This is an optimization exercise on Yosys and OpenROAD, whose aim is small area and a short achievable clock period, not a production implementation. Function was checked by simulation only, so behaviour that the tests miss may differ from the original. No activity file was given, so power comes from the tool's default toggle rates.

==> flow/design.v <==
module topmodule (
	input clk, rst,
	output [31:0] PC_out, RD1, RD2,
	output wire [31:0] Inst,
	output REGWr,
	output [3:0] ALUCnt,
	output [31:0] ALUOutW, ReadDataW,
	input [31:0] InstrF,
	output [31:0] DataAdrM, WriteDataM,
	output MemWriteM,
	input [31:0] ReadDataM);
reg [31:0] pcF;                        
reg [31:0] instD;                      
reg [31:0] rd1E, rd2E, srcbE;          
reg [3:0]  alucE, condE, waE;          
reg [1:0]  flagwE;
reg        regwE, memwE, memtoregE, pcsE, blE;
reg [31:0] aluM, wdataM;               
reg [3:0]  waM;
reg        regwM, memwM, memtoregM, pcsM, blM;
reg [31:0] aluW, rdataW;               
reg        regwW, memtoregW, pcsW;
reg [3:0]  flagr;                      
reg        nzp, cvp;                   
reg        cM, vM;                     
reg [15:0] sel1, sel2;                 
reg [4:0]  amtD, shamtD;               
reg [1:0]  shD;                        
reg        alusrcD, subD;              
wire [479:0] rf;                       
assign PC_out     = pcF;
assign Inst       = instD;
assign RD1        = rd1E;
assign RD2        = rd2E;
assign ALUCnt     = alucE;
assign DataAdrM   = aluM;
assign WriteDataM = wdataM;
assign MemWriteM  = memwM;
assign ALUOutW    = aluW;
assign ReadDataW  = rdataW;
assign REGWr      = regwW;
wire [31:0] pc4     = {pcF[31:2] + 30'd1, pcF[1:0]};
wire [31:0] resultW = memtoregW ? rdataW : aluW;
wire [31:0] pcnext  = pcsW ? resultW : pc4;
wire [31:0] instF = InstrF;
wire        strF  = (instF[27:26] == 2'b01) & ~instF[20];
wire [3:0]  ra1F  = instF[19:16];
wire [3:0]  ra2F  = strF ? instF[15:12] : instF[3:0];
wire        bxF   = (instF[27:4] == 24'h12FFF1);
wire        dpF   = (instF[27:26] == 2'b00) & ~bxF;
wire [4:0]  shamtF = dpF ? instF[11:7] : 5'd0;
wire [1:0]  shF    = dpF ? instF[6:5]  : 2'd0;
wire        subF   = dpF & (instF[23:21] == 3'b010);    
always @(posedge clk) begin
	pcF     <= rst ? 32'd0 : pcnext;
	instD   <= rst ? 32'd0 : instF;
	sel1    <= rst ? 16'd1 : (16'd1 << ra1F);
	sel2    <= rst ? 16'd1 : (16'd1 << ra2F);
	shamtD  <= rst ? 5'd0 : shamtF;
	shD     <= rst ? 2'd0 : shF;
	amtD    <= rst ? 5'd0 : ((shF == 2'b00) ? (5'd0 - shamtF) : shamtF);
	alusrcD <= ~rst & (dpF ? instF[25] : (instF[27:26] == 2'b01) | (instF[27:26] == 2'b10));
	subD    <= ~rst & subF;
end
wire [1:0] op    = instD[27:26];
wire [3:0] cmd   = instD[24:21];
wire       sbit  = instD[20];
wire [3:0] rn    = instD[19:16];
wire [3:0] rd    = instD[15:12];
wire [3:0] rm    = instD[3:0];
wire isBX  = (instD[27:4] == 24'h12FFF1);
wire isDP  = (op == 2'b00) & ~isBX;
wire isMem = (op == 2'b01);
wire isSTR = isMem & ~instD[20];
wire isLDR = isMem &  instD[20];
wire isBr  = (op == 2'b10);
wire isBL  = isBr & instD[24];
wire isCMP = (cmd == 4'b1010);
wire regwD = (isDP & ~isCMP) | isLDR | isBL;
wire pcsD  = ((rd == 4'd15) & regwD) | isBr | isBX;
reg [3:0] alucD;
reg [1:0] flagwD;
always @* begin
	if (isDP) begin
		case (cmd)
		4'b0100: begin alucD = 4'b0100; flagwD = sbit ? 2'b11 : 2'b00; end
		4'b0010: begin alucD = 4'b0010; flagwD = sbit ? 2'b11 : 2'b00; end
		4'b0000: begin alucD = 4'b0000; flagwD = sbit ? 2'b10 : 2'b00; end
		4'b1100: begin alucD = 4'b1100; flagwD = sbit ? 2'b10 : 2'b00; end
		4'b1101: begin alucD = 4'b1101; flagwD = sbit ? 2'b10 : 2'b00; end
		4'b1010: begin alucD = 4'b0010; flagwD = 2'b11; end
		default: begin alucD = 4'b1101; flagwD = 2'b00; end
		endcase
	end else begin
		alucD  = (isBr | isBX) ? 4'b1101 : 4'b0100;
		flagwD = 2'b00;
	end
end
genvar gi;
reg [31:0] rv1, rv2;
integer i;
always @* begin
	rv1 = {32{sel1[15]}} & pc4;
	rv2 = {32{sel2[15]}} & pc4;
	for (i = 0; i < 15; i = i + 1) begin
		rv1 = rv1 | ({32{sel1[i]}} & rf[i*32 +: 32]);
		rv2 = rv2 | ({32{sel2[i]}} & rf[i*32 +: 32]);
	end
end
reg [31:0] extimm;
always @* begin
	if (isMem)     extimm = {20'd0, instD[11:0]};
	else if (isBr) extimm = {{6{instD[23]}}, instD[23:0], 2'b00};
	else           extimm = {24'd0, instD[7:0]};
end
wire [31:0] srcb    = alusrcD ? extimm : rv2;
wire [31:0] srcx = srcb ^ {32{subD}};
wire [4:0]  amt  = amtD;
wire [4:0]  shamt = shamtD;
wire [1:0]  sh   = shD;
wire        lsl  = (sh == 2'b00);
wire [31:0] r0   = amt[0] ? {srcx[0],    srcx[31:1]} : srcx;
wire [31:0] r1   = amt[1] ? {r0[1:0],   r0[31:2]}   : r0;
wire [31:0] r2   = amt[2] ? {r1[3:0],   r1[31:4]}   : r1;
wire [31:0] r3   = amt[3] ? {r2[7:0],   r2[31:8]}   : r2;
wire [31:0] r4   = amt[4] ? {r3[15:0],  r3[31:16]}  : r3;
wire [31:0] mr   = {32{1'b1}} >> shamt;    
wire [31:0] ml   = {32{1'b1}} << shamt;    
wire [31:0] keep = (sh == 2'b11) ? {32{1'b1}} : (lsl ? ml : mr);
wire        fill = ((sh == 2'b10) & srcb[31]) ^ subD;
wire [31:0] shifted = (r4 & keep) | ({32{fill}} & ~keep);
always @(posedge clk) begin
	rd1E  <= rst ? 32'd0 : rv1;
	rd2E  <= rst ? 32'd0 : rv2;
	srcbE <= shifted;
	waE   <= isBL ? 4'd14 : rd;
	blE   <= isBL;
	memtoregE <= isLDR;
	if (rst) begin
		alucE <= 4'd0; condE <= 4'd0; flagwE <= 2'd0;
		regwE <= 1'b0; memwE <= 1'b0; pcsE <= 1'b0;
	end else begin
		alucE <= alucD; condE <= instD[31:28]; flagwE <= flagwD;
		regwE <= regwD; memwE <= isSTR; pcsE <= pcsD;
	end
end
wire        isSub = alucE[1];
wire [31:0] bx    = srcbE;                  
wire [32:0] sum   = {1'b0, rd1E} + {1'b0, bx} + {32'd0, isSub};
reg  [31:0] aluout;
always @* begin
	case (alucE)
	4'b0100, 4'b0010: aluout = sum[31:0];
	4'b1100:          aluout = rd1E | srcbE;
	4'b1101:          aluout = srcbE;
	default:          aluout = rd1E & srcbE;
	endcase
end
wire fC = isSub ? ~sum[31] : sum[32];
wire fV = (rd1E[31] == bx[31]) & (sum[31] != rd1E[31]);
wire [3:0] flags = {nzp ? aluM[31] : flagr[3],
                    nzp ? (aluM == 32'd0) : flagr[2],
                    cvp ? cM : flagr[1],
                    cvp ? vM : flagr[0]};
reg condex;
always @* begin
	case (condE)
	4'b0000: condex = flags[2];
	4'b0001: condex = ~flags[2];
	4'b0010: condex = flags[1];
	4'b0011: condex = ~flags[1];
	4'b0100: condex = flags[3];
	4'b0101: condex = ~flags[3];
	4'b0110: condex = flags[0];
	4'b0111: condex = ~flags[0];
	4'b1000: condex = ~flags[2] & flags[1];
	4'b1001: condex = flags[2] | ~flags[1];
	4'b1010: condex = ~(flags[3] ^ flags[0]);
	4'b1011: condex = flags[3] ^ flags[0];
	4'b1100: condex = ~flags[2] & ~(flags[3] ^ flags[0]);
	4'b1101: condex = flags[2] | (flags[3] ^ flags[0]);
	default: condex = 1'b1;
	endcase
end
always @(posedge clk) begin
	cM <= fC;
	vM <= fV;
	if (rst) begin
		flagr <= 4'd0; nzp <= 1'b0; cvp <= 1'b0;
	end else begin
		flagr <= flags;
		nzp   <= flagwE[1] & condex;
		cvp   <= flagwE[0] & condex;
	end
end
always @(posedge clk) begin
	wdataM    <= rd2E;
	waM       <= waE;
	blM       <= blE;
	memtoregM <= memtoregE;
	if (rst) begin
		aluM <= 32'd0; regwM <= 1'b0; memwM <= 1'b0; pcsM <= 1'b0;
	end else begin
		aluM  <= aluout;
		regwM <= regwE & condex;
		memwM <= memwE & condex;
		pcsM  <= pcsE & condex;
	end
end
wire [31:0] wd   = blM ? pcnext : (memtoregM ? ReadDataM : aluM);
wire [31:0] wdr  = wd & {32{~rst}};
generate
	for (gi = 0; gi < 15; gi = gi + 1) begin : g_rf
		wire wen = rst | (regwM & (waM == gi));
		reg [31:0] r;
		always @(posedge clk)
			if (wen) r <= wdr;
		assign rf[gi*32 +: 32] = r;
	end
endgenerate
always @(posedge clk) begin
	memtoregW <= memtoregM;
	if (rst) begin
		aluW <= 32'd0; rdataW <= 32'd0; regwW <= 1'b0; pcsW <= 1'b0;
	end else begin
		aluW <= aluM; rdataW <= ReadDataM; regwW <= regwM; pcsW <= pcsM;
	end
end
endmodule
==> flow/flow/run.sh <==
#!/bin/bash
set -euo pipefail
cd "$(dirname "$0")/.."
bash standard.sh \
  "BUFFER_PORTS_ARGS=-buffer_cell sky130_fd_sc_hd__buf_2" \
  MATCH_CELL_FOOTPRINT=0 \
  SETUP_SLACK_MARGIN=7 \
  "CTS_ARGS=-sink_clustering_enable -repair_clock_nets -dont_use_dummy_load -sink_clustering_size 30 -sink_clustering_max_diameter 100" \
  finish > flow_make.log 2>&1
==> flow/standard.sh <==
#!/bin/bash
# synth_recipe.tcl (not shown) runs the flow's synth.tcl, then flattens the netlist and writes it again
# the make line also repeats each setting of config.mk as NAME=value (left out here)
make -C /OpenROAD-flow-scripts/flow DESIGN_CONFIG=/design/flow/config.mk WORK_HOME=/design/flow/orfs CLKGATE_MAP_FILE= SYNTH_SCRIPT=/design/flow/synth_recipe.tcl "${@:-finish}"
==> flow/config.mk <==
export PLATFORM = sky130hd
export DESIGN_NAME = topmodule
export DESIGN_NICKNAME = topmodule
export VERILOG_FILES = /design/flow/design.v
export SDC_FILE = /design/flow/constraint.sdc
export NUM_CORES = 8
export LEC_CHECK = 0
export CAP_MARGIN = 20
export CORE_MARGIN = 2
export CORE_UTILIZATION = 50
export SLEW_MARGIN = 20
==> flow/constraint.sdc <==
create_clock -name core_clock -period 10.0 [get_ports {clk}]
set_input_delay 2.0000 -clock core_clock [delete_from_list [all_inputs] [get_ports {clk}]]
set_output_delay 2.0000 -clock core_clock [all_outputs]
set_load 0.01 [all_outputs]
==> impl_metrics.csv, run 1 <==
group,metric,value,unit
run_status,status,"finished clean",
sta,fin_setup_tns,0,ns
sta,min_period,3.63,ns
synth,synth_async_reset_ratio,0,%
critical_path,crit_chain,"clkbuf_16 > a22oi_1 > nand4_1 > a311oi_2 > o211ai_1 > o21ai_2 > o22ai_2 > xnor2_2 > mux2_4 > mux4_2 > mux2_2",
synth,postSynthAreaPerCell,10.9,µm²
sta,grt_setup_unrepaired,"yes",
critical_path,cp-start-kind,"flop",
clocking,cts_made_buffers,38,
grt,global_route.overflow_total,0,
sta,worst_slew_margin_relative_to_its_limit,19.8,%
critical_path,worstPathMaxFanout,16,
sta,setup-violations-final,0,
floorplan,floorplan.io_pins,328,
clocking,cts.path.max_buffers,3,
floorplan,die_x,287,µm
power_and_ir_drop,p_leak,0.0190,µW
clocking,htree_levels,2,
sta,finalWorstSetupSlack,6.37,ns
grt,grt_start_max_net_pins,87,
layout,fin_area,0.0513,mm²
synth,synth_flop_cell,"sky130_fd_sc_hd__edfxtp_1",
critical_path,timing.critical_path.slowest_cell_delay,0.45,ns
grt,gr-usage-all-layers,43.9,%
placed_design,io_buffer_count,327,
floorplan,floorplan.initialDensity,50.5,%
power_and_ir_drop,irDropWorstVdd,190,µV
min_path,hold_path_class,"flop to flop",
clocking,cts.reportedPaths.clkPinSlew,0.11,ns
placed_design,dp_hpwl,119000,µm
clocking,hold_buffers,0,
clocking,clk_latency,0.66,ns
floorplan,core-area,0.0791,mm²
grt,number_of_global_route_vias_before_repair,34736,
critical_path,worst-endpoint-required,10.46,ns
placed_design,placed_cell_area,0.0435,mm²
sta,slew_viol_final,0,
critical_path,worstPathArrival,4.09,ns
critical_path,critical-path-slowest-cell,"sky130_fd_sc_hd__a311oi_2",
sta,tightestPinTransition,1.20,ns
placed_design,gp_congestion,1.08,
floorplan,die_area,0.0823,mm²
sta,finalHoldViolations,0,
synth,summed_instance_area_of_the_synthesized_netlist,0.0400,mm²
floorplan,rows,103,
synth,number_of_synthesized_register_bits,852,
drt,routed-via-count,37342,
drt,drc_violation_count_after_routing,0,
sta,final.setup_skew,0.126,ns
drt,detailedRoute.firstPassIterationCount,9,
placed_design,place_ws,5.45,ns
synth,synth_enable_flop_cells,480,
synth,post_synthesis_sequential_area_ratio,54.7,%
clocking,tritoncts,"done",
clocking,cts_root_buffer,"sky130_fd_sc_hd__clkbuf_16",
power_and_ir_drop,powerDensity,155,mW/mm²
synth,synthDistinctLibCells,89,
sta,achievable-frequency,0.276,GHz
drt,drtIter0Drc,6200,
floorplan,die_height,287,µm
drt,drt-total-wl,189000,µm
grt,grt_first_pass_wirelength,258000,µm
flow_run,max_cap_viol_count,0,
critical_path,critPathCaptureType,"flop",
synth,mappedNetlistNets,3791,
critical_path,timing.setup.critical_path_class,"flop to flop",
synth,syn-instance-count,3655,
synth,yosysWarnings,1,
drt,vias_per_cell,7.17,
drt,drt.antenna.violating_nets,0,
clocking,tritoncts_num_sinks,852,
layout,layout_cell_share_with_drive_strength_beyond_1,33.0,%
sta,worst_hold_slack,0.334,ns
sta,period_share,36.3,%
layout,nets,4292,
layout,area_delta_synth_final,28.2,%
grt,antenna_found_initial,5,
drt,wl_per_cell,36.3,µm
## critical path: cells and delay by family (launching register included)
family	cells	cell delay, ns
muxes	3	1.00
xor gates and xnor gates	1	0.18
AOI/OAI and AO/OA	5	1.34
buffers and inverters	1	0.25
DFF	1	0.42
and+or+nand+nor	1	0.23
## cell type report
cell class / count / area [µm²]
clock buffers: 38 / 951
multi-input cells: 2445 / 19100
inverters: 100 / 390
well taps: 1050 / 1310
diodes: 4 / 10.0
fillers: 6014 / 27800
flip-flops and latches: 852 / 22500
repair buffers: 719 / 7050
## metal layers
metal	share of wire [%]	vias to the layer above	GRT usage (%)	wire [µm]
met3	15	716	13.1	27400
met2	43	3268	66.3	82200
met4	6.9	0	22.7	13000
met5	0	-	0	0
li1	-	15080	-	-
met1	35	18278	57.2	66500
## registers in the layout, summed over array words and instances (netlist names), 2 cells and up
register	count
rd2E	32
rdataW	32
sel1	16
rd1E	32
g_rf.r	480
alucE	4
instD	32
waM	4
flagr	4
shD	2
waE	4
wdataM	32
shamtD	4
condE	4
srcbE	32
pcF	32
amtD	5
aluM	32
aluW	32
flagwE	2
sel2	16
## repair_timing
item | in CTS | in global routing
gates resized for setup | 908 | 165
endpoints found under the setup margin | 1275 | 598
pin swaps | 90 | 84
cloned | 7 | 4
buffers inserted | 219 | 74
## cells in the final DEF (no fill, tap or decap), drive strengths merged, types with 23 or more instances in the layout
cell	n
and3	37
nor2b	137
a222oi	71
a211oi	113
o21ai	126
mux4	25
nor4	24
ha	68
a22o	39
mux2i	111
nand2b	30
edfxtp	480
a31oi	46
dfxtp	372
a221oi	47
buf	707
inv	95
nand4	78
xnor2	61
nand3	115
nor2	253
a21o	23
clkbuf	50
nand2	231
a22oi	347
o22ai	23
a21oi	107
nor3	48
## report_power, final
group / switching (µW) / internal [µW] / total, µW
combinational: 1130 / 789 / 1920
sequential: 253 / 4010 / 4270
clock: 1090 / 686 / 1770
total: 2470 / 5490 / 7960
## final timing paths
check                               from    endpoint  slack, ns  depth (start not counted)
worst max register to register   sel2[7]   srcbE[12]       6.37                         11
worst max-delay path             sel2[7]   srcbE[12]       6.37                         11
worst min register to register  rd2E[30]  wdataM[30]       0.33                          0
worst min-delay path            rd2E[30]  wdataM[30]       0.33                          0
## metrics by stage
step | cells | util [%] | power, µW
2_1_floorplan | 3655 | - | 5120
3_3_place_gp | 4860 | 55.0 | 5750
3_5_place_dp | 4861 | 55.0 | 5770
4_1_cts | 5125 | 62.9 | 7760
5_1_grt | 5204 | 64.8 | 8170
6_report | 5208 | 64.8 | 7960
## synth_stat cells, types with 46 or more instances
master	n	area [µm²]
sky130_fd_sc_hd__a211oi_1	111	833
sky130_fd_sc_hd__nor2_1	253	950
sky130_fd_sc_hd__nand4_1	77	482
sky130_fd_sc_hd__clkbuf_1	221	830
sky130_fd_sc_hd__mux2i_1	111	1110
sky130_fd_sc_hd__o21ai_0	121	606
sky130_fd_sc_hd__edfxtp_1	480	14400
sky130_fd_sc_hd__xnor2_1	61	534
sky130_fd_sc_hd__inv_1	96	360
sky130_fd_sc_hd__dfxtp_1	372	7450
sky130_fd_sc_hd__a222oi_1	71	711
sky130_fd_sc_hd__a21oi_1	107	536
sky130_fd_sc_hd__a22oi_1	347	2610
sky130_fd_sc_hd__ha_1	68	851
sky130_fd_sc_hd__nor2b_1	137	857
sky130_fd_sc_hd__a31oi_1	46	288
sky130_fd_sc_hd__nand2_1	231	867
sky130_fd_sc_hd__nor3_1	48	240
sky130_fd_sc_hd__nand3_1	115	576
sky130_fd_sc_hd__a221oi_1	47	412
## kinds of logic after synthesis
logic type,count (synthesis),share of synthesized area [%]
DFF,852,54.7
AOI/OAI and AO/OA,1093,20.0
buffers and inverters,358,3.39
and+or+nand+nor,1043,13.1
xor gates and xnor gates,83,1.82
muxes,152,4.64
adders and majority gates,74,2.33
==> run 2: changes to the inputs <==
==> flow/flow/run.sh (replaced) <==
#!/bin/bash
set -euo pipefail
cd "$(dirname "$0")/.."
bash standard.sh \
  "BUFFER_PORTS_ARGS=-buffer_cell sky130_fd_sc_hd__buf_2" \
  MATCH_CELL_FOOTPRINT=0 \
  SETUP_SLACK_MARGIN=6 \
  finish > flow_make.log 2>&1
==> run 2 against run 1 <==
Core utilization shrank 6.0 points. Fmax shrank 8.8%. Critical endpoint is now srcbE[28]. Power grew 15%. Critical path depth grew 1. Largest power group unchanged. Synthesized cell count is the same. Worst setup slack lost 0.35 ns. Sequential cell count is the same. Sequential share of layout area grew 3.1 points. Area after synthesis is the same. Sequential power is essentially flat. Critical path type unchanged. Final area shrank 9.2%.
==> impl_metrics.csv, run 2 <==
group,metric,value,unit
grt,antenna_found_initial,10,
layout,seq_area,0.0219,mm²
clocking,tritoncts_num_sinks,852,
grt,grt_start_max_net_pins,198,
sta,setup-violations-final,0,
power_and_ir_drop,p_leak,0.0176,µW
synth,post-synth-top-area-fraction,36.0,%
layout,num-fill-cells,6560,
drt,routed-via-count,35832,
critical_path,worst-endpoint-required,10.55,ns
drt,drt.antenna.violating_nets,0,
placed_design,placed_cell_area,0.0431,mm²
grt,number_of_global_route_vias_before_repair,33210,
grt,grt_first_pass_wirelength,247000,µm
sta,period_share,39.7,%
power_and_ir_drop,switching_share,29.4,%
grt,global_route.overflow_total,0,
clocking,hold_buffers,0,
synth,netlist_top_cells_area,"sky130_fd_sc_hd__edfxtp_1 (36%), sky130_fd_sc_hd__dfxtp_1 (19%), sky130_fd_sc_hd__a22oi_1 (6.5%), sky130_fd_sc_hd__mux2i_1 (2.8%), sky130_fd_sc_hd__nor2_1 (2.4%)",
synth,yosysMostFrequentCell,"sky130_fd_sc_hd__edfxtp_1",
synth,muxShareOfSynthArea,4.64,%
min_path,timing.hold.worst.start,"memtoregE",
power_and_ir_drop,pwr-share-comb,16.3,%
synth,synth_commonest_cells,"sky130_fd_sc_hd__edfxtp_1 (480), sky130_fd_sc_hd__dfxtp_1 (372), sky130_fd_sc_hd__a22oi_1 (347)",
clocking,cts.path.max_buffers,3,
critical_path,crit_chain,"buf_4 > buf_4 > a222oi_1 > nand3_1 > a311oi_1 > o211ai_1 > o21ai_2 > a211oi_2 > xnor2_1 > mux2_2 > mux4_2 > mux2_2",
critical_path,worstPathArrival,4.52,ns
power_and_ir_drop,irDropWorstVdd,181,µV
layout,layout_cell_share_with_drive_strength_beyond_1,19.1,%
critical_path,reg2reg_setup_slack,6.03,ns
synth,number_of_synthesized_register_bits,852,
floorplan,floorplan.initialDensity,50.5,%
clocking,cts_made_buffers,88,
critical_path,worstReg2RegStart,"sel2[1]",
floorplan,rows,103,
synth,synth_enable_flop_cells,480,
synth,synth_async_reset_ratio,0,%
critical_path,rr_endpoint,"srcbE[28]",
synth,syn-instance-count,3655,
power_and_ir_drop,clockPowerShare,36.9,%
sta,fin_setup_tns,0,ns
min_path,worstHoldEndpoint,"memtoregM",
synth,synth_top_area_cell,"sky130_fd_sc_hd__edfxtp_1",
run_status,status,"finished clean",
sta,final.setup_skew,0.0463,ns
drt,wl_per_cell,35.4,µm
sta,tightestPinTransition,1.20,ns
synth,postSynthAreaPerCell,10.9,µm²
clocking,tritoncts,"done",
synth,synthDistinctLibCells,89,
synth,synth_top_family_by_area,"compound AO/OA/AOI/OAI gates",
floorplan,die_x,287,µm
drt,vias_per_cell,7.07,
critical_path,timing.setup.critical_path_class,"flop to flop",
placed_design,gp_congestion,1.06,
floorplan,die_height,287,µm
power_and_ir_drop,power.internal,6470,µW
clocking,cts.reportedPaths.clkPinSlew,0.07,ns
layout,nets,4080,
synth,synth_flop_cell,"sky130_fd_sc_hd__edfxtp_1",
floorplan,core-area,0.0791,mm²
clocking,clk_latency,0.68,ns
sta,min_period,3.97,ns
floorplan,floorplan.io_pins,328,
critical_path,cp-start-kind,"flop",
critical_path,critical-path-top-delay-family,"compound AO/OA/AOI/OAI gates",
critical_path,timing.critical_path.slowest_cell_delay,0.49,ns
drt,detailedRoute.firstPassIterationCount,9,
layout,fin_area,0.0466,mm²
placed_design,io_buffer_count,327,
sta,grt_setup_unrepaired,"yes",
flow_run,max_cap_viol_count,0,
synth,post_synthesis_sequential_area_ratio,54.7,%
power_and_ir_drop,powerDensity,197,mW/mm²
power_and_ir_drop,fin_total_pwr,9160,µW
synth,post_synth_and_or_nand_nor_area_fraction,13.1,%
power_and_ir_drop,p_switching,2690,µW
critical_path,critPathCaptureType,"flop",
drt,drtIter0Drc,5723,
layout,layout.cells.non_filler,5067,
clocking,cts_root_buffer,"sky130_fd_sc_hd__clkbuf_16",
layout,multi_input_comb_area,0.0174,mm²
sta,finalHoldViolations,0,
drt,drt-total-wl,179000,µm
layout,largest_register,"g_rf.r",
synth,mappedNetlistNets,3791,
layout,largest_register_ff_count,480,
placed_design,dp_hpwl,119000,µm
synth,summed_instance_area_of_the_synthesized_netlist,0.0400,mm²
layout,final_common_cell,"sky130_fd_sc_hd__edfxtp_1",
synth,post_synth_xor_area_fraction,1.82,%
sta,slew_viol_final,0,
critical_path,worst_r2r_path_depth,12,
sta,achievable-frequency,0.252,GHz
min_path,hold-path-cell-count,0,
layout,layout_common_cells,"sky130_fd_sc_hd__edfxtp_1 (480), sky130_fd_sc_hd__dfxtp_1 (354), sky130_fd_sc_hd__a22oi_1 (347)",
synth,yosys.area_share.adder,2.33,%
layout,area_delta_synth_final,16.4,%
synth,yosysWarnings,1,
critical_path,worstPathMaxFanout,18,
clocking,htree_levels,3,
power_and_ir_drop,seq_power_share,46.8,%
placed_design,placedCellCount,4889,
synth,synth_compound_gate_area_share,20.0,%
sta,worst_slew_margin_relative_to_its_limit,19.8,%
floorplan,die_area,0.0823,mm²
critical_path,critical-path-slowest-cell,"sky130_fd_sc_hd__mux4_2",
min_path,hold_path_class,"flop to flop",
critical_path,cp_num_buf_inv,2,
drt,drc_violation_count_after_routing,0,
grt,gr-usage-all-layers,42.0,%
-- run 2: cell counts after synthesis --
No cell type changed its count.
-- run 2: stage by stage --
stage | setup slack [ns] | hold WS (ns) | util, %
6_report | 6.03 | 0.336 | 58.9
5_1_grt | 5.96 | 0.338 | 58.9
4_1_cts | 6.00 | 0.330 | 58.5
3_5_place_dp | 5.58 | 0.312 | 54.5
3_3_place_gp | 5.23 | 0.314 | 54.3
2_1_floorplan | 5.96 | 0.310 | -
-- run 2: cells by family (layout without fill, tap and decap cells) --
group                    Yosys count  count (layout)
multiplexers                     152             152
other                              0               1
XOR/XNOR                          83              83
AND/OR/NAND/NOR                 1043            1043
adder cells (fa/ha/maj)           74              74
AO/OA/AOI/OAI                   1093            1093
flip-flops                       852             852
buffers and inverters            358             719
-- run 2: layout make-up --
class                           instances  area share, %
Antenna cell                            1        0.00537
Multi-Input combinational cell       2445           37.3
Tap cell                             1050           2.82
Sequential cell                       852           47.0
Inverter                              100          0.806
Clock inverter                         40          0.981
Clock buffer                          122           5.39
Timing Repair Buffer                  457           5.73
-- run 2: worst reg2reg max path, delay by kind of cell, from the launching register on --
| kind | cells | cell delay, ns |
|---|---|---|
| flip-flops | 1 | 0.30 |
| buffers and inverters | 2 | 0.56 |
| AND/OR/NAND/NOR | 1 | 0.16 |
| multiplexers | 3 | 1.08 |
| AO/OA/AOI/OAI | 5 | 1.57 |
| XOR/XNOR | 1 | 0.18 |
-- run 2: power groups by stage --
stage / Sequential (µW) / Combinational (µW) / Clock, µW
after floorplan: 4250 / 818 / 0
after global placement: 4340 / 1380 / 0
after detailed placement: 4350 / 1410 / 0
after CTS: 4270 / 1420 / 3400
after global routing: 4300 / 1560 / 3540
final: 4280 / 1500 / 3380
-- run 2: metal layers --
metal	share of wire, %	global-route usage [%]	vias up
li1	-	-	14743
met1	37	56.3	17456
met2	42	61.4	2971
met3	14	12.7	656
met4	6.2	22.2	6
met5	0.021	0	-
-- run 2: how the worst max path moves through the flow --
| stage | from | to | slack (ns) | cells after the start |
|---|---|---|---|---|
| floorplan | rst | g_rf[3].r[0] | 5.96 | 4 |
| global placement | pcF[5] | g_rf[0].r[21] | 5.23 | 6 |
| detailed placement | pcF[5] | srcbE[3] | 5.58 | 11 |
| CTS | pcF[2] | srcbE[22] | 6.00 | 10 |
| global route | sel2[1] | srcbE[12] | 5.96 | 12 |
| finish | sel2[1] | srcbE[28] | 6.03 | 12 |
-- run 2: timing repair --
action / 4_1_cts / 5_1_grt
pin swaps: 2 / 4
gates resized for setup: 29 / 50
setup buffers: 5 / 10
setup endpoints to repair: 53 / 47
hold endpoints to repair: 0 / 0
==> run 3: changes to the inputs <==
==> flow/flow/run.sh (replaced) <==
#!/bin/bash
set -euo pipefail
cd "$(dirname "$0")/.."
bash standard.sh \
  "BUFFER_PORTS_ARGS=-buffer_cell sky130_fd_sc_hd__buf_2" \
  MATCH_CELL_FOOTPRINT=0 \
  SETUP_SLACK_MARGIN=6.2 \
  "CTS_ARGS=-sink_clustering_enable -repair_clock_nets -dont_use_dummy_load -sink_clustering_size 20 -sink_clustering_max_diameter 60" \
  finish > flow_make.log 2>&1
==> run 3 against run 2 <==
Still clean. First-iteration DRC count rose by 2.0%. Hold slack lost 0.0031 ns. Worst setup slack better by 0.11 ns. Clock power decreased by about 30%. Area after synthesis did not move. Sequential power hardly changed. Combinational power about the same. Synthesized cell count unchanged. Non-clock buffer count is 34 higher. Power shrank 11%. Final area decreased by 1.4%. Global-route usage increased by 0.051 points. Critical path type unchanged.
==> impl_metrics.csv, run 3 <==
group,metric,value,unit
synth,netlist_top_cells_area,"sky130_fd_sc_hd__edfxtp_1 (36%), sky130_fd_sc_hd__dfxtp_1 (19%), sky130_fd_sc_hd__a22oi_1 (6.5%), sky130_fd_sc_hd__mux2i_1 (2.8%), sky130_fd_sc_hd__nor2_1 (2.4%)",
layout,fin_area,0.0459,mm²
grt,gr-usage-all-layers,42.1,%
synth,number_of_synthesized_register_bits,852,
synth,post_synthesis_sequential_area_ratio,54.7,%
synth,synth_top_area_cell,"sky130_fd_sc_hd__edfxtp_1",
critical_path,timing.setup.critical_path_class,"flop to flop",
grt,grt_start_max_net_pins,186,
power_and_ir_drop,seq_power_share,52.4,%
synth,yosysMostFrequentCell,"sky130_fd_sc_hd__edfxtp_1",
clocking,tritoncts_num_sinks,852,
drt,drc_violation_count_after_routing,0,
critical_path,worst-endpoint-required,10.39,ns
power_and_ir_drop,p_leak,0.0173,µW
sta,slew_viol_final,0,
sta,fin_setup_tns,0,ns
sta,period_share,38.6,%
critical_path,cp-start-kind,"flop",
drt,routed-via-count,35660,
drt,vias_per_cell,7.12,
floorplan,die_x,287,µm
clocking,cts_made_buffers,67,
synth,synth_enable_flop_cells,480,
layout,final_common_cell,"sky130_fd_sc_hd__edfxtp_1",
run_status,status,"finished clean",
layout,nets,4093,
power_and_ir_drop,powerDensity,178,mW/mm²
grt,global_route.overflow_total,0,
clocking,cts_root_buffer,"sky130_fd_sc_hd__clkbuf_16",
power_and_ir_drop,clockPowerShare,28.9,%
synth,mappedNetlistNets,3791,
drt,drt.antenna.violating_nets,0,
synth,syn-instance-count,3655,
layout,layout_cell_share_with_drive_strength_beyond_1,19.6,%
layout,post-route-util,58.1,%
floorplan,die_area,0.0823,mm²
sta,finalHoldViolations,0,
sta,min_period,3.86,ns
layout,layout_common_cells,"sky130_fd_sc_hd__edfxtp_1 (480), sky130_fd_sc_hd__dfxtp_1 (351), sky130_fd_sc_hd__a22oi_1 (347)",
clocking,clk_latency,0.65,ns
power_and_ir_drop,irDropWorstVdd,179,µV
sta,tightestPinTransition,1.26,ns
synth,yosysWarnings,1,
synth,postSynthAreaPerCell,10.9,µm²
critical_path,critPathCaptureType,"flop",
clocking,cts.path.max_buffers,3,
sta,worst_hold_slack,0.332,ns
synth,post-synth-top-area-fraction,36.0,%
placed_design,dp_hpwl,120000,µm
layout,area_delta_synth_final,14.8,%
clocking,hold_buffers,0,
clocking,cts.reportedPaths.clkPinSlew,0.08,ns
floorplan,core-area,0.0791,mm²
placed_design,gp_congestion,1.04,
power_and_ir_drop,p_switching,2430,µW
grt,number_of_global_route_vias_before_repair,33532,
sta,final.setup_skew,0.0955,ns
floorplan,rows,103,
layout,largest_register,"g_rf.r",
synth,synthDistinctLibCells,89,
power_and_ir_drop,switching_share,29.7,%
sta,setup-violations-final,0,
critical_path,worstPathArrival,4.25,ns
layout,largest_register_ff_count,480,
drt,drtIter0Drc,5836,
clocking,htree_levels,3,
grt,grt_first_pass_wirelength,247000,µm
flow_run,max_cap_viol_count,0,
placed_design,placed_cell_area,0.0432,mm²
drt,wl_per_cell,35.7,µm
power_and_ir_drop,pwr-share-comb,18.7,%
floorplan,floorplan.initialDensity,50.5,%
floorplan,floorplan.io_pins,328,
synth,summed_instance_area_of_the_synthesized_netlist,0.0400,mm²
power_and_ir_drop,power.internal,5750,µW
grt,antenna_found_initial,11,
clocking,tritoncts,"done",
synth,synth_async_reset_ratio,0,%
critical_path,worstPathMaxFanout,19,
min_path,hold_path_class,"flop to flop",
placed_design,io_buffer_count,327,
sta,achievable-frequency,0.259,GHz
sta,grt_setup_unrepaired,"yes",
sta,worst_slew_margin_relative_to_its_limit,15.3,%
synth,synth_commonest_cells,"sky130_fd_sc_hd__edfxtp_1 (480), sky130_fd_sc_hd__dfxtp_1 (372), sky130_fd_sc_hd__a22oi_1 (347)",
floorplan,die_height,287,µm
drt,detailedRoute.firstPassIterationCount,9,
drt,drt-total-wl,179000,µm
synth,synth_flop_cell,"sky130_fd_sc_hd__edfxtp_1",
power_and_ir_drop,fin_total_pwr,8170,µW
[run 3: cell counts after synthesis]
Identical to the previous run, type by type.
[run 3: logic make-up after synthesis]
group           count (synthesis)  synth area share, %
compound gates               1093                 20.0
xor+xnor                       83                 1.82
fa+ha+maj                      74                 2.33
buf+inv                       358                 3.39
flops                         852                 54.7
mux                           152                 4.64
simple gates                 1043                 13.1
[run 3: power groups by stage]
stage | clock, µW | combinational, µW | sequential (µW)
floorplan | 0 | 818 | 4250
global placement | 0 | 1380 | 4340
detailed placement | 0 | 1410 | 4340
CTS | 2380 | 1440 | 4270
global route | 2490 | 1600 | 4290
finish | 2370 | 1530 | 4280
[run 3: worst paths after layout]
path / start / to / slack [ns] / cells after the start
max: sel2[14] / srcbE[5] / 6.14 / 13
min reg2reg: blE / blM / 0.33 / 0
max reg2reg: sel2[14] / srcbE[5] / 6.14 / 13
min: blE / blM / 0.33 / 0
[run 3: final cells by class]
cell class	count	area, µm²
timing repair buffer	491	3020
inverter	100	375
multi-input combinational	2445	17700
sequential	852	21900
clock buffer	67	1680
fill	6682	33200
antenna	3	7.51
tap	1050	1310
[run 3: critical path, cell delays in order (launching register included)]
cell,delay (ns)
sky130_fd_sc_hd__dfxtp_1,0.31
sky130_fd_sc_hd__buf_4,0.22
sky130_fd_sc_hd__buf_6,0.26
sky130_fd_sc_hd__a222oi_1,0.32
sky130_fd_sc_hd__nand3_1,0.29
sky130_fd_sc_hd__o21ai_2,0.28
sky130_fd_sc_hd__nand3_1,0.27
sky130_fd_sc_hd__mux2i_1,0.39
sky130_fd_sc_hd__a211oi_4,0.18
sky130_fd_sc_hd__buf_4,0.18
sky130_fd_sc_hd__xnor2_1,0.11
sky130_fd_sc_hd__mux4_2,0.50
sky130_fd_sc_hd__nand2_1,0.10
sky130_fd_sc_hd__a31oi_1,0.14
[run 3: routing by layer]
| layer | GRT usage [%] | up-vias | part of all wire, % |
|---|---|---|---|
| li1 | - | 14713 | - |
| met1 | 55.1 | 17376 | 37 |
| met2 | 61.8 | 2916 | 43 |
| met3 | 13.8 | 649 | 14 |
| met4 | 22.9 | 6 | 6.3 |
| met5 | 0 | - | 0.020 |
[run 3: what timing repair did]
item / CTS / global route
pin swaps: 12 / 18
setup buffers: 28 / 16
endpoints found under the hold margin: 0 / 0
endpoints found under the setup margin: 93 / 62
resized for setup: 73 / 91
[run 3: metrics by stage]
stage          setup WS (ns)  std cells
6_report                6.14       5008
5_1_grt                 6.07       5007
3_5_place_dp            5.48       4894
4_1_cts                 6.16       4989
2_1_floorplan           5.96       3655
3_3_place_gp            4.88       4887
==> run 4: changes to the inputs <==
==> flow/flow/run.sh (replaced) <==
#!/bin/bash
set -euo pipefail
cd "$(dirname "$0")/.."
bash standard.sh \
  "BUFFER_PORTS_ARGS=-buffer_cell sky130_fd_sc_hd__buf_2" \
  MATCH_CELL_FOOTPRINT=0 \
  SETUP_SLACK_MARGIN=6.3 \
  "CTS_ARGS=-sink_clustering_enable -repair_clock_nets -dont_use_dummy_load -sink_clustering_size 25 -sink_clustering_max_diameter 70" \
  finish > flow_make.log 2>&1
==> run 4 against run 3 <==
Fmax grew 1.4%. Synthesized cell count unchanged. Hold slack worse by 0.0039 ns. Critical endpoint is now srcbE[12]. Largest power group unchanged.
==> impl_metrics.csv, run 4 <==
group,metric,value,unit
run_status,status,"finished clean",
placed_design,io_buffer_count,327,
critical_path,cp.depth,10,
sta,setup-violations-final,0,
clocking,tritoncts,"done",
critical_path,worstPathMaxFanout,32,
synth,number_of_synthesized_register_bits,852,
synth,postSynthAreaPerCell,10.9,µm²
critical_path,worst-endpoint-required,10.46,ns
placed_design,dp_hpwl,122000,µm
clocking,cts.reportedPaths.clkPinSlew,0.10,ns
floorplan,die_area,0.0823,mm²
critical_path,cp_common_cell,"sky130_fd_sc_hd__mux2_2",
floorplan,floorplan.initialDensity,50.5,%
grt,antenna_found_initial,10,
layout,layout_common_cells,"sky130_fd_sc_hd__edfxtp_1 (480), sky130_fd_sc_hd__dfxtp_1 (346), sky130_fd_sc_hd__a22oi_1 (345)",
floorplan,rows,103,
layout,layout_cell_share_with_drive_strength_beyond_1,20.3,%
critical_path,critPathCaptureType,"flop",
clocking,tritoncts_num_sinks,852,
critical_path,reg2reg_setup_slack,6.19,ns
layout,final_common_cell,"sky130_fd_sc_hd__edfxtp_1",
sta,slew_viol_final,0,
sta,achievable-frequency,0.262,GHz
clocking,cts_root_buffer,"sky130_fd_sc_hd__clkbuf_16",
critical_path,timing.critical_path.slowest_cell_delay,0.93,ns
placed_design,gp_congestion,1.03,
synth,netlist_top_cells_area,"sky130_fd_sc_hd__edfxtp_1 (36%), sky130_fd_sc_hd__dfxtp_1 (19%), sky130_fd_sc_hd__a22oi_1 (6.5%), sky130_fd_sc_hd__mux2i_1 (2.8%), sky130_fd_sc_hd__nor2_1 (2.4%)",
min_path,hold_path_class,"flop to flop",
layout,area_delta_synth_final,15.0,%
drt,wl_per_cell,36.4,µm
synth,synth_enable_flop_cells,480,
sta,grt_setup_unrepaired,"yes",
synth,syn-instance-count,3655,
grt,global_route.overflow_total,0,
grt,number_of_global_route_vias_before_repair,33352,
min_path,hold-path-cell-count,0,
floorplan,floorplan.io_pins,328,
clocking,cts_made_buffers,49,
sta,worst_slew_margin_relative_to_its_limit,20.0,%
synth,yosysMostFrequentCell,"sky130_fd_sc_hd__edfxtp_1",
sta,period_share,38.1,%
critical_path,cp_num_buf_inv,1,
critical_path,worstReg2RegStart,"sel2[1]",
layout,largest_register,"g_rf.r",
critical_path,crit_end,"srcbE[12]",
synth,post-synth-top-area-fraction,36.0,%
critical_path,worstPathArrival,4.27,ns
sta,finalHoldViolations,0,
critical_path,critPathLaunch,"sel2[1]",
sta,final.setup_skew,0.119,ns
critical_path,worst_r2r_path_depth,10,
synth,summed_instance_area_of_the_synthesized_netlist,0.0400,mm²
synth,synth_async_reset_ratio,0,%
power_and_ir_drop,p_leak,0.0172,µW
layout,nets,4092,
clocking,clk_latency,0.68,ns
critical_path,cp-start-kind,"flop",
layout,post-route-util,58.1,%
synth,synth_flop_cell,"sky130_fd_sc_hd__edfxtp_1",
synth,mappedNetlistNets,3791,
sta,fin_setup_tns,0,ns
grt,gr-usage-all-layers,42.9,%
critical_path,critical-path-slowest-cell,"sky130_fd_sc_hd__a222oi_1",
synth,post_synthesis_sequential_area_ratio,54.7,%
floorplan,die_height,287,µm
clocking,cts.path.max_buffers,3,
critical_path,crit_chain,"buf_12 > a222oi_1 > o2111a_2 > nand3_4 > o32ai_4 > a211oi_4 > xnor2_1 > mux2_2 > mux4_2 > mux2_2",
synth,synth_top_area_cell,"sky130_fd_sc_hd__edfxtp_1",
floorplan,die_x,287,µm
power_and_ir_drop,irDropWorstVdd,199,µV
critical_path,critical-path-top-delay-family,"compound AO/OA/AOI/OAI gates",
drt,drt.antenna.violating_nets,0,
power_and_ir_drop,powerDensity,170,mW/mm²
drt,drc_violation_count_after_routing,0,
drt,vias_per_cell,7.14,
sta,tightestPinTransition,1.19,ns
drt,routed-via-count,35760,
grt,grt_first_pass_wirelength,251000,µm
flow_run,max_cap_viol_count,0,
drt,drtIter0Drc,6014,
synth,yosysWarnings,1,
critical_path,timing.setup.critical_path_class,"flop to flop",
synth,synth_commonest_cells,"sky130_fd_sc_hd__edfxtp_1 (480), sky130_fd_sc_hd__dfxtp_1 (372), sky130_fd_sc_hd__a22oi_1 (347)",
floorplan,core-area,0.0791,mm²
grt,grt_start_max_net_pins,92,
drt,detailedRoute.firstPassIterationCount,9,
sta,min_period,3.81,ns
critical_path,rr_endpoint,"srcbE[12]",
drt,drt-total-wl,183000,µm
synth,synthDistinctLibCells,89,
clocking,htree_levels,2,
layout,largest_register_ff_count,480,
==> run 4: cell counts after synthesis <==
Identical to the previous run, type by type.
==> run 4: worst min-delay path by stage <==
stage / startpoint / endpoint / slack (ns)
after floorplan: blE / blM / 0.31
after global placement: memtoregE / memtoregM / 0.32
after detailed placement: waE[3] / waM[3] / 0.31
after CTS: memtoregE / memtoregM / 0.33
after global routing: memtoregE / memtoregM / 0.33
final: memtoregE / memtoregM / 0.33
==> run 4: cell families after synthesis <==
| kind of cell | synth area share (%) |
|---|---|
| mux | 4.64 |
| compound gates | 20.0 |
| flops | 54.7 |
| buf+inv | 3.39 |
| xor+xnor | 1.82 |
| simple gates | 13.1 |
| fa+ha+maj | 2.33 |
==> run 4: per-layer routing <==
metal	wire length [µm]	global-route usage (%)	up-vias
met1	67100	55.9	17484
met4	12600	23.6	12
met2	77900	63.6	2877
met5	76	0	-
li1	-	-	14704
met3	25000	13.4	683
==> run 4: cell type report <==
| type | instances | area, µm² |
|---|---|---|
| Antenna cell | 6 | 15.0 |
| Multi-Input combinational cell | 2445 | 17800 |
| Inverter | 100 | 375 |
| Fill cell | 6713 | 33100 |
| Clock buffer | 49 | 1230 |
| Timing Repair Buffer | 508 | 3310 |
| Tap cell | 1050 | 1310 |
| Sequential cell | 852 | 21900 |
==> run 4: power by group <==
group | switching (µW) | internal (µW) | leakage [µW]
sequential | 268 | 4010 | 0.00802
clock | 1110 | 868 | 0.000604
combinational | 1010 | 561 | 0.00859
total | 2390 | 5440 | 0.0172
==> run 4: metrics by stage <==
| stage | worst slack (ns) | hold slack [ns] | cell area, µm² | std cells | total power, µW |
|---|---|---|---|---|---|
| after floorplan | 5.96 | 0.310 | 40000 | 3655 | 5070 |
| after global placement | 5.27 | 0.316 | 43000 | 4881 | 5730 |
| after detailed placement | 5.09 | 0.314 | 43000 | 4883 | 5760 |
| after CTS | 6.30 | 0.330 | 45300 | 4977 | 7730 |
| after global routing | 6.22 | 0.333 | 46000 | 5004 | 8050 |
| final | 6.19 | 0.329 | 46000 | 5010 | 7830 |
==> run 4: timing repair <==
action                                  4_1_cts  5_1_grt
setup buffers                                44       24
endpoints found under the setup margin      233      103
hold buffers                                  0        0
pin swaps                                    32       41
gates resized for setup                     153      108
gates cloned                                  1        2
==> run 5: changes to the inputs <==
--- a/flow/design.v
+++ b/flow/design.v
@@ -24,6 +24,7 @@
 reg        nzp, cvp;                   
 reg        cM, vM;                     
 reg [15:0] sel1, sel2;                 
+reg [14:0] valid;                      
 reg [4:0]  amtD, shamtD;               
 reg [1:0]  shD;                        
 reg        alusrcD, subD;              
@@ -43,6 +44,8 @@
 wire [31:0] resultW = memtoregW ? rdataW : aluW;
 wire [31:0] pcnext  = pcsW ? resultW : pc4;
 wire [31:0] instF = InstrF;
+wire [14:0] wevec;
+wire [14:0] vnext = valid | wevec;
 wire        strF  = (instF[27:26] == 2'b01) & ~instF[20];
 wire [3:0]  ra1F  = instF[19:16];
 wire [3:0]  ra2F  = strF ? instF[15:12] : instF[3:0];
@@ -54,8 +57,9 @@
 always @(posedge clk) begin
 	pcF     <= rst ? 32'd0 : pcnext;
 	instD   <= rst ? 32'd0 : instF;
-	sel1    <= rst ? 16'd1 : (16'd1 << ra1F);
-	sel2    <= rst ? 16'd1 : (16'd1 << ra2F);
+	sel1    <= rst ? 16'd0 : ((16'd1 << ra1F) & {1'b1, vnext});
+	sel2    <= rst ? 16'd0 : ((16'd1 << ra2F) & {1'b1, vnext});
+	valid   <= rst ? 15'd0 : vnext;
 	shamtD  <= rst ? 5'd0 : shamtF;
 	shD     <= rst ? 2'd0 : shF;
 	amtD    <= rst ? 5'd0 : ((shF == 2'b00) ? (5'd0 - shamtF) : shamtF);
@@ -208,13 +212,13 @@
 	end
 end
 wire [31:0] wd   = blM ? pcnext : (memtoregM ? ReadDataM : aluM);
-wire [31:0] wdr  = wd & {32{~rst}};
 generate
 	for (gi = 0; gi < 15; gi = gi + 1) begin : g_rf
-		wire wen = rst | (regwM & (waM == gi));
+		wire wen = regwM & (waM == gi);
+		assign wevec[gi] = wen;
 		reg [31:0] r;
 		always @(posedge clk)
-			if (wen) r <= wdr;
+			if (wen) r <= wd;
 		assign rf[gi*32 +: 32] = r;
 	end
 endgenerate
==> flow/flow/run.sh (replaced) <==
#!/bin/bash
set -euo pipefail
cd "$(dirname "$0")/.."
bash standard.sh \
  "BUFFER_PORTS_ARGS=-buffer_cell sky130_fd_sc_hd__buf_2" \
  MATCH_CELL_FOOTPRINT=0 \
  SETUP_SLACK_MARGIN=6.6 \
  "CTS_ARGS=-sink_clustering_enable -repair_clock_nets -dont_use_dummy_load -sink_clustering_size 25 -sink_clustering_max_diameter 70" \
  finish > flow_make.log 2>&1
==> run 5 against run 4 <==
Register-to-register slack gained 0.27 ns. Sequential power shrank 8.9%. Via count grew 2.7%. First-iteration DRC count grew 10%. Synthesized cell count grew 3.6%. Sequential share of layout area shrank 1.4 points. Sequential cell count grew 15. Largest power group unchanged. Critical endpoint is now srcbE[7]. Highest routed layer unchanged. Critical path depth grew 2. Power shrank 16%.
==> impl_metrics.csv, run 5 <==
group,metric,value,unit
grt,number_of_global_route_vias_before_repair,33396,
critical_path,worstReg2RegStart,"sel2[3]",
synth,synth_top_area_cell,"sky130_fd_sc_hd__edfxtp_1",
synth,mappedNetlistNets,3923,
placed_design,gp_congestion,1.02,
synth,synth_enable_flop_cells,480,
synth,synth_flop_cell,"sky130_fd_sc_hd__edfxtp_1",
floorplan,floorplan.initialDensity,50.3,%
sta,achievable-frequency,0.283,GHz
clocking,cts.reportedPaths.clkPinSlew,0.09,ns
sta,tightestPinTransition,1.23,ns
floorplan,rows,105,
sta,period_share,35.4,%
critical_path,worstPathMaxFanout,32,
layout,final_common_cell,"sky130_fd_sc_hd__edfxtp_1",
critical_path,worst-endpoint-required,10.47,ns
power_and_ir_drop,fin_total_pwr,6560,µW
grt,grt_first_pass_wirelength,246000,µm
grt,grt_most_used_layer,"met2",
drt,drt.antenna.violating_nets,0,
critical_path,worstPathArrival,4.01,ns
power_and_ir_drop,powerDensity,136,mW/mm²
layout,nets,4271,
power_and_ir_drop,p_leak,0.0176,µW
grt,global_route.overflow_total,0,
layout,area_delta_synth_final,17.0,%
synth,synthDistinctLibCells,109,
sta,final.setup_skew,0.0987,ns
drt,wl_per_cell,35.3,µm
synth,postSynthAreaPerCell,10.9,µm²
synth,post-synth-top-area-fraction,35.0,%
clocking,tritoncts_num_sinks,867,
synth,netlist_top_cells_area,"sky130_fd_sc_hd__edfxtp_1 (35%), sky130_fd_sc_hd__dfxtp_1 (19%), sky130_fd_sc_hd__a22oi_1 (6.3%), sky130_fd_sc_hd__mux2i_1 (3.0%), sky130_fd_sc_hd__nor2_1 (2.8%)",
placed_design,io_buffer_count,327,
critical_path,worst_r2r_path_depth,12,
grt,grt_start_max_net_pins,182,
critical_path,timing.setup.critical_path_class,"flop to flop",
power_and_ir_drop,irDropWorstVdd,139,µV
run_status,status,"finished clean",
sta,worst_slew_margin_relative_to_its_limit,17.4,%
floorplan,floorplan.io_pins,328,
grt,antenna_found_initial,9,
grt,grt_util_met3,11.3,%
drt,vias_per_cell,7.06,
min_path,hold_path_class,"flop to flop",
layout,largest_register_ff_count,480,
grt,gr-usage-all-layers,40.4,%
layout,layout_cell_share_with_drive_strength_beyond_1,23.5,%
clocking,cts_root_buffer,"sky130_fd_sc_hd__clkbuf_16",
drt,detailedRoute.firstPassIterationCount,8,
sta,fin_setup_tns,0,ns
synth,yosysWarnings,1,
synth,yosysMostFrequentCell,"sky130_fd_sc_hd__edfxtp_1",
sta,min_period,3.54,ns
sta,finalHoldViolations,0,
flow_run,max_cap_viol_count,0,
grt,groute.layer.met2.usage,61.5,%
critical_path,rr_endpoint,"srcbE[7]",
sta,setup-violations-final,0,
layout,layout_common_cells,"sky130_fd_sc_hd__edfxtp_1 (480), sky130_fd_sc_hd__a22oi_1 (338), sky130_fd_sc_hd__buf_2 (327)",
sta,finalWorstSetupSlack,6.46,ns
sta,grt_setup_unrepaired,"yes",
drt,drc_violation_count_after_routing,0,
synth,syn-instance-count,3787,
critical_path,critPathCaptureType,"flop",
critical_path,critPathLaunch,"sel2[3]",
placed_design,dp_hpwl,115000,µm
synth,post_synthesis_sequential_area_ratio,53.8,%
clocking,hold_buffers,0,
clocking,clk_latency,0.66,ns
floorplan,die_x,291,µm
drt,drtIter0Drc,6618,
clocking,cts_made_buffers,48,
synth,number_of_synthesized_register_bits,867,
synth,summed_instance_area_of_the_synthesized_netlist,0.0412,mm²
critical_path,crit_end,"srcbE[7]",
clocking,tritoncts,"done",
sta,slew_viol_final,0,
layout,largest_register,"g_rf.r",
critical_path,cp-start-kind,"flop",
grt,grt_use_met1,53.2,%
placed_design,place_ws,5.69,ns
drt,drt-total-wl,184000,µm
floorplan,die_height,291,µm
synth,synth_commonest_cells,"sky130_fd_sc_hd__edfxtp_1 (480), sky130_fd_sc_hd__dfxtp_1 (387), sky130_fd_sc_hd__a22oi_1 (344)",
floorplan,die_area,0.0847,mm²
floorplan,core-area,0.0818,mm²
drt,routed-via-count,36736,
clocking,htree_levels,2,
critical_path,reg2reg_setup_slack,6.46,ns
clocking,cts.path.max_buffers,3,
synth,synth_async_reset_ratio,0,%
run 5: changes by cell type after synthesis, moves of 11 or more:
cell | previous run | this run
sky130_fd_sc_hd__a211oi_1 | 111 | 78
sky130_fd_sc_hd__mux2i_1 | 111 | 122
sky130_fd_sc_hd__dfxtp_1 | 372 | 387
sky130_fd_sc_hd__nor3_1 | 48 | 61
sky130_fd_sc_hd__buf_2 | 4 | 37
sky130_fd_sc_hd__nand2b_1 | 30 | 41
sky130_fd_sc_hd__xnor2_1 | 61 | 47
sky130_fd_sc_hd__clkbuf_1 | 221 | 182
sky130_fd_sc_hd__a21oi_1 | 107 | 126
sky130_fd_sc_hd__nor2_1 | 253 | 304
sky130_fd_sc_hd__nor2b_1 | 137 | 152
run 5: worst min path at each step:
stage / slack, ns / cells after the start / to / start
2_1_floorplan: 0.31 / 0 / blM / blE
3_3_place_gp: 0.31 / 0 / memtoregM / memtoregE
3_5_place_dp: 0.31 / 0 / waM[1] / waE[1]
4_1_cts: 0.26 / 0 / waM[0] / waE[0]
5_1_grt: 0.25 / 0 / waM[0] / waE[0]
6_report: 0.26 / 0 / waM[0] / waE[0]
run 5: metrics by stage:
step	hold slack (ns)	instances	utilization, %	cell area (µm²)
2_1_floorplan	0.310	3787	-	41200
3_3_place_gp	0.311	5015	53.7	43900
3_5_place_dp	0.312	5016	53.7	44000
4_1_cts	0.260	5113	56.7	46400
5_1_grt	0.248	5203	58.9	48200
6_report	0.258	5205	58.9	48200
run 5: report_power, final:
group          total (µW)  switching [µW]  leakage (µW)  internal [µW]
Combinational         659             423       0.00941            236
Clock                2000            1140      0.000592            853
Sequential           3900            83.8       0.00761           3820
Total                6560            1650        0.0176           4910
run 5: what timing repair did:
action                     in CTS  in global routing
gates cloned                    2                 11
pin swaps                      45                 97
buffers inserted               47                 79
resized for setup             231                183
setup endpoints to repair     140                 66
run 5: layer usage:
layer / vias to the layer above / share of wire [%]
met5: - / 0.015
met4: 4 / 6.4
met3: 643 / 14
met2: 2991 / 43
met1: 17844 / 36
li1: 15254 / -
run 5: worst max-delay path, stage by stage, from the launching register on:
cell                      delay (ns)
sky130_fd_sc_hd__dfxtp_1        0.32
sky130_fd_sc_hd__buf_6          0.26
sky130_fd_sc_hd__a22oi_1        0.26
sky130_fd_sc_hd__nand4_1        0.28
sky130_fd_sc_hd__o21ai_1        0.24
sky130_fd_sc_hd__o41a_1         0.23
sky130_fd_sc_hd__buf_12         0.14
sky130_fd_sc_hd__a31oi_1        0.09
sky130_fd_sc_hd__xnor2_1        0.29
sky130_fd_sc_hd__mux2i_2        0.13
sky130_fd_sc_hd__mux2_4         0.31
sky130_fd_sc_hd__mux4_2         0.48
sky130_fd_sc_hd__mux2_2         0.27
run 5: final cells by class:
type | instances | area, µm²
fillers | 6920 | 33700
flip-flops and latches | 867 | 22300
multi-input cells | 2562 | 19000
repair buffers | 560 | 4020
well taps | 1070 | 1340
clock buffers | 48 | 1200
inverters | 96 | 367
diodes | 2 | 5.00
run 5: cells by family (layout without fill, tap and decap cells):
logic type	count (synthesis)	after routing	share of synthesized area, %
AO/OA/AOI/OAI	1084	1084	19.3
XOR/XNOR	74	74	1.59
adder cells (fa/ha/maj)	76	76	2.31
buffers and inverters	358	704	3.49
flip-flops	867	867	53.8
multiplexers	171	171	4.96
other	0	2	0
AND/OR/NAND/NOR	1157	1157	14.5
==> run 6: changes to the inputs <==
==> flow/flow/run.sh (replaced) <==
#!/bin/bash
set -euo pipefail
cd "$(dirname "$0")/.."
bash standard.sh \
  "BUFFER_PORTS_ARGS=-buffer_cell sky130_fd_sc_hd__buf_2" \
  MATCH_CELL_FOOTPRINT=0 \
  SETUP_SLACK_MARGIN=6.4 \
  "CTS_ARGS=-sink_clustering_enable -repair_clock_nets -dont_use_dummy_load -sink_clustering_size 25 -sink_clustering_max_diameter 70" \
  finish > flow_make.log 2>&1
==> run 6 against run 5 <==
Sequential power about the same. Register-to-register slack lost 0.07 ns. Core utilization decreased by 1.6 points. Final area fell by 2.7%. Synthesized cell count unchanged. Global-route usage decreased by 0.19 points. Clock skew is 0.00069 ns higher. Critical path type unchanged.
==> impl_metrics.csv, run 6 <==
group,metric,value,unit
clocking,cts.path.max_buffers,3,
sta,min_period,3.61,ns
floorplan,floorplan.io_pins,328,
synth,synth_commonest_cells,"sky130_fd_sc_hd__edfxtp_1 (480), sky130_fd_sc_hd__dfxtp_1 (387), sky130_fd_sc_hd__a22oi_1 (344)",
synth,post_synthesis_sequential_area_ratio,53.8,%
clocking,clk_latency,0.68,ns
grt,grt_most_used_layer,"met2",
placed_design,io_buffer_count,327,
floorplan,floorplan.initialDensity,50.3,%
clocking,cts_root_buffer,"sky130_fd_sc_hd__clkbuf_16",
flow_run,max_cap_viol_count,0,
clocking,tritoncts,"done",
floorplan,die_height,291,µm
layout,largest_register_ff_count,480,
drt,routed-via-count,35906,
grt,global_route.overflow_total,0,
power_and_ir_drop,irDropWorstVdd,166,µV
grt,grt_util_met3,11.0,%
power_and_ir_drop,fin_total_pwr,6580,µW
synth,yosysWarnings,1,
critical_path,worstPathMaxFanout,32,
power_and_ir_drop,p_leak,0.0171,µW
drt,wl_per_cell,34.8,µm
sta,period_share,36.1,%
synth,post-synth-top-area-fraction,35.0,%
grt,grt_first_pass_wirelength,245000,µm
layout,layout_cell_share_with_drive_strength_beyond_1,20.1,%
run_status,status,"finished clean",
critical_path,cp-start-kind,"flop",
grt,grt_start_max_net_pins,73,
sta,fin_setup_tns,0,ns
drt,drt-total-wl,179000,µm
min_path,hold-path-cell-count,0,
layout,layout_common_cells,"sky130_fd_sc_hd__edfxtp_1 (480), sky130_fd_sc_hd__dfxtp_1 (350), sky130_fd_sc_hd__a22oi_1 (343)",
critical_path,worst_r2r_path_depth,11,
clocking,tritoncts_num_sinks,867,
sta,worst_slew_margin_relative_to_its_limit,23.2,%
critical_path,worst-endpoint-required,10.56,ns
clocking,hold_buffers,0,
sta,grt_setup_unrepaired,"yes",
placed_design,dp_hpwl,118000,µm
grt,grt_use_met1,53.7,%
clocking,htree_levels,2,
synth,postSynthAreaPerCell,10.9,µm²
synth,yosysMostFrequentCell,"sky130_fd_sc_hd__edfxtp_1",
sta,achievable-frequency,0.277,GHz
drt,drtIter0Drc,5532,
critical_path,worstPathArrival,4.17,ns
critical_path,rr_endpoint,"srcbE[0]",
critical_path,worstReg2RegStart,"sel2[3]",
synth,synth_async_reset_ratio,0,%
drt,detailedRoute.firstPassIterationCount,9,
sta,finalHoldViolations,0,
synth,syn-instance-count,3787,
grt,number_of_global_route_vias_before_repair,32897,
critical_path,reg2reg_setup_slack,6.39,ns
sta,setup-violations-final,0,
sta,tightestPinTransition,1.15,ns
synth,synth_flop_cell,"sky130_fd_sc_hd__edfxtp_1",
layout,area_delta_synth_final,13.9,%
drt,drt.antenna.violating_nets,0,
min_path,hold_path_class,"flop to flop",
floorplan,die_area,0.0847,mm²
synth,netlist_top_cells_area,"sky130_fd_sc_hd__edfxtp_1 (35%), sky130_fd_sc_hd__dfxtp_1 (19%), sky130_fd_sc_hd__a22oi_1 (6.3%), sky130_fd_sc_hd__mux2i_1 (3.0%), sky130_fd_sc_hd__nor2_1 (2.8%)",
placed_design,gp_congestion,1.00,
layout,final_common_cell,"sky130_fd_sc_hd__edfxtp_1",
floorplan,core-area,0.0818,mm²
critical_path,timing.setup.critical_path_class,"flop to flop",
clocking,cts.reportedPaths.clkPinSlew,0.08,ns
synth,synth_enable_flop_cells,480,
synth,summed_instance_area_of_the_synthesized_netlist,0.0412,mm²
synth,synthDistinctLibCells,109,
power_and_ir_drop,powerDensity,140,mW/mm²
synth,number_of_synthesized_register_bits,867,
synth,synth_top_area_cell,"sky130_fd_sc_hd__edfxtp_1",
layout,largest_register,"g_rf.r",
min_path,timing.hold.worst.start,"rd2E[10]",
clocking,cts_made_buffers,50,
sta,final.setup_skew,0.0994,ns
grt,antenna_found_initial,7,
grt,groute.layer.met2.usage,60.4,%
floorplan,rows,105,
critical_path,critPathCaptureType,"flop",
grt,gr-usage-all-layers,40.2,%
synth,mappedNetlistNets,3923,
drt,drc_violation_count_after_routing,0,
min_path,worstHoldEndpoint,"wdataM[10]",
sta,slew_viol_final,0,
layout,nets,4204,
floorplan,die_x,291,µm
drt,vias_per_cell,6.99,
## run 6: cell types whose count changed in the layout (fill, tap and decap cells not counted), sizes merged
cell	change
clkbuf	-8
buf	-59
## run 6: logic make-up after synthesis
| kind of cell | share of synthesized area [%] |
|---|---|
| xor gates and xnor gates | 1.59 |
| DFF | 53.8 |
| AOI/OAI and AO/OA | 19.3 |
| muxes | 4.96 |
| buffers and inverters | 3.49 |
| and+or+nand+nor | 14.5 |
| adders and majority gates | 2.31 |
## run 6: per-layer routing
| layer | vias to the layer above | part of all wire [%] |
|---|---|---|
| met5 | - | 0.031 |
| met4 | 8 | 5.8 |
| met3 | 526 | 13 |
| met2 | 2702 | 43 |
| met1 | 17549 | 38 |
| li1 | 15121 | - |
## run 6: worst max-delay path: stages (launching register included)
cell and delay [ns]:
sky130_fd_sc_hd__dfxtp_1 0.32, sky130_fd_sc_hd__buf_6 0.24, sky130_fd_sc_hd__a222oi_1 0.40, sky130_fd_sc_hd__nand3_1 0.16, sky130_fd_sc_hd__nor2_2 0.52, sky130_fd_sc_hd__nand3_1 0.15, sky130_fd_sc_hd__o211ai_1 0.26, sky130_fd_sc_hd__a221oi_1 0.18
sky130_fd_sc_hd__o32a_1 0.37, sky130_fd_sc_hd__mux2_2 0.29, sky130_fd_sc_hd__a221oi_1 0.35, sky130_fd_sc_hd__mux2_2 0.22
## run 6: final cells by class
cell class / instances / area [µm²]
inverters: 96 / 372
fillers: 7131 / 35000
multi-input cells: 2562 / 18600
diodes: 2 / 5.00
well taps: 1070 / 1340
repair buffers: 491 / 3120
flip-flops and latches: 867 / 22200
clock buffers: 50 / 1250
## run 6: power by group
part           switching [µW]  internal, µW
Clock                    1150           886
Sequential               84.1          3820
Combinational             412           221
## run 6: worst max path at each step
stage	from	to	slack, ns	cells past startpoint
after detailed placement	pcF[11]	srcbE[4]	5.61	10
after floorplan	InstrF[20]	amtD[4]	6.48	11
after global routing	amtD[0]	srcbE[0]	6.27	12
after global placement	pcF[11]	srcbE[4]	5.64	10
after CTS	amtD[0]	srcbE[0]	6.29	12
final	sel2[3]	srcbE[0]	6.39	11
## run 6: timing repair
| action | in CTS | in global routing |
|---|---|---|
| gates resized for setup | 110 | 143 |
| pin swaps | 14 | 43 |
| cloned | 0 | 3 |
| setup buffers | 29 | 38 |
| endpoints found under the setup margin | 45 | 114 |
## run 6: per-stage QoR
step | worst slack, ns | hold WS (ns) | std cells | utilization (%) | area (µm²)
2_1_floorplan | 6.48 | 0.310 | 3787 | - | 41200
3_3_place_gp | 5.64 | 0.311 | 5016 | 53.7 | 43900
3_5_place_dp | 5.61 | 0.314 | 5016 | 53.7 | 43900
4_1_cts | 6.29 | 0.319 | 5095 | 56.1 | 45900
5_1_grt | 6.27 | 0.334 | 5136 | 57.3 | 46900
6_report | 6.39 | 0.321 | 5138 | 57.3 | 46900

==> static timing again, ports no longer ideal <==
The flow's constraints put no driver on any port. The routed layouts listed below were extracted and timed again, unchanged, in two steps. Step 1 sets driving cells, clkbuf_16 on the clock port and buf_2 on the other inputs (assumed; they add their load-dependent delay and slew). Step 2, shift: input delay + t, output delay - t, t = (earliest + latest rising clock arrival at the registers) / 2. This alone moves slack from input paths to output paths. a / b / c = no drivers / after step 1 / after step 2; a / b = the first two.
run	t (ns)	slack for setup (ns)	latest minus earliest clock arrival (ns)	worst data-port slew with drivers (ns)	cell pins on the clock port's net
run 1	0.668	6.375 / 6.375 / 6.184	0.125 / 0.126	0.22	1
run 2	0.731	6.027 / 6.027 / 5.667	0.046 / 0.046	0.07	1
run 3	0.679	6.138 / 6.138 / 5.570	0.096 / 0.096	0.07	1
run 4	0.691	6.190 / 6.190 / 5.605	0.119 / 0.120	0.08	1
run 5	0.682	6.460 / 6.460 / 6.047	0.100 / 0.099	0.07	1
run 6	0.700	6.386 / 6.386 / 5.869	0.100 / 0.101	0.07	1
After both steps setup and hold are still met in every run listed. The setup slack of run 4, which loses most, moves by 0.000 ns with the drivers and by -0.585 ns with both steps.
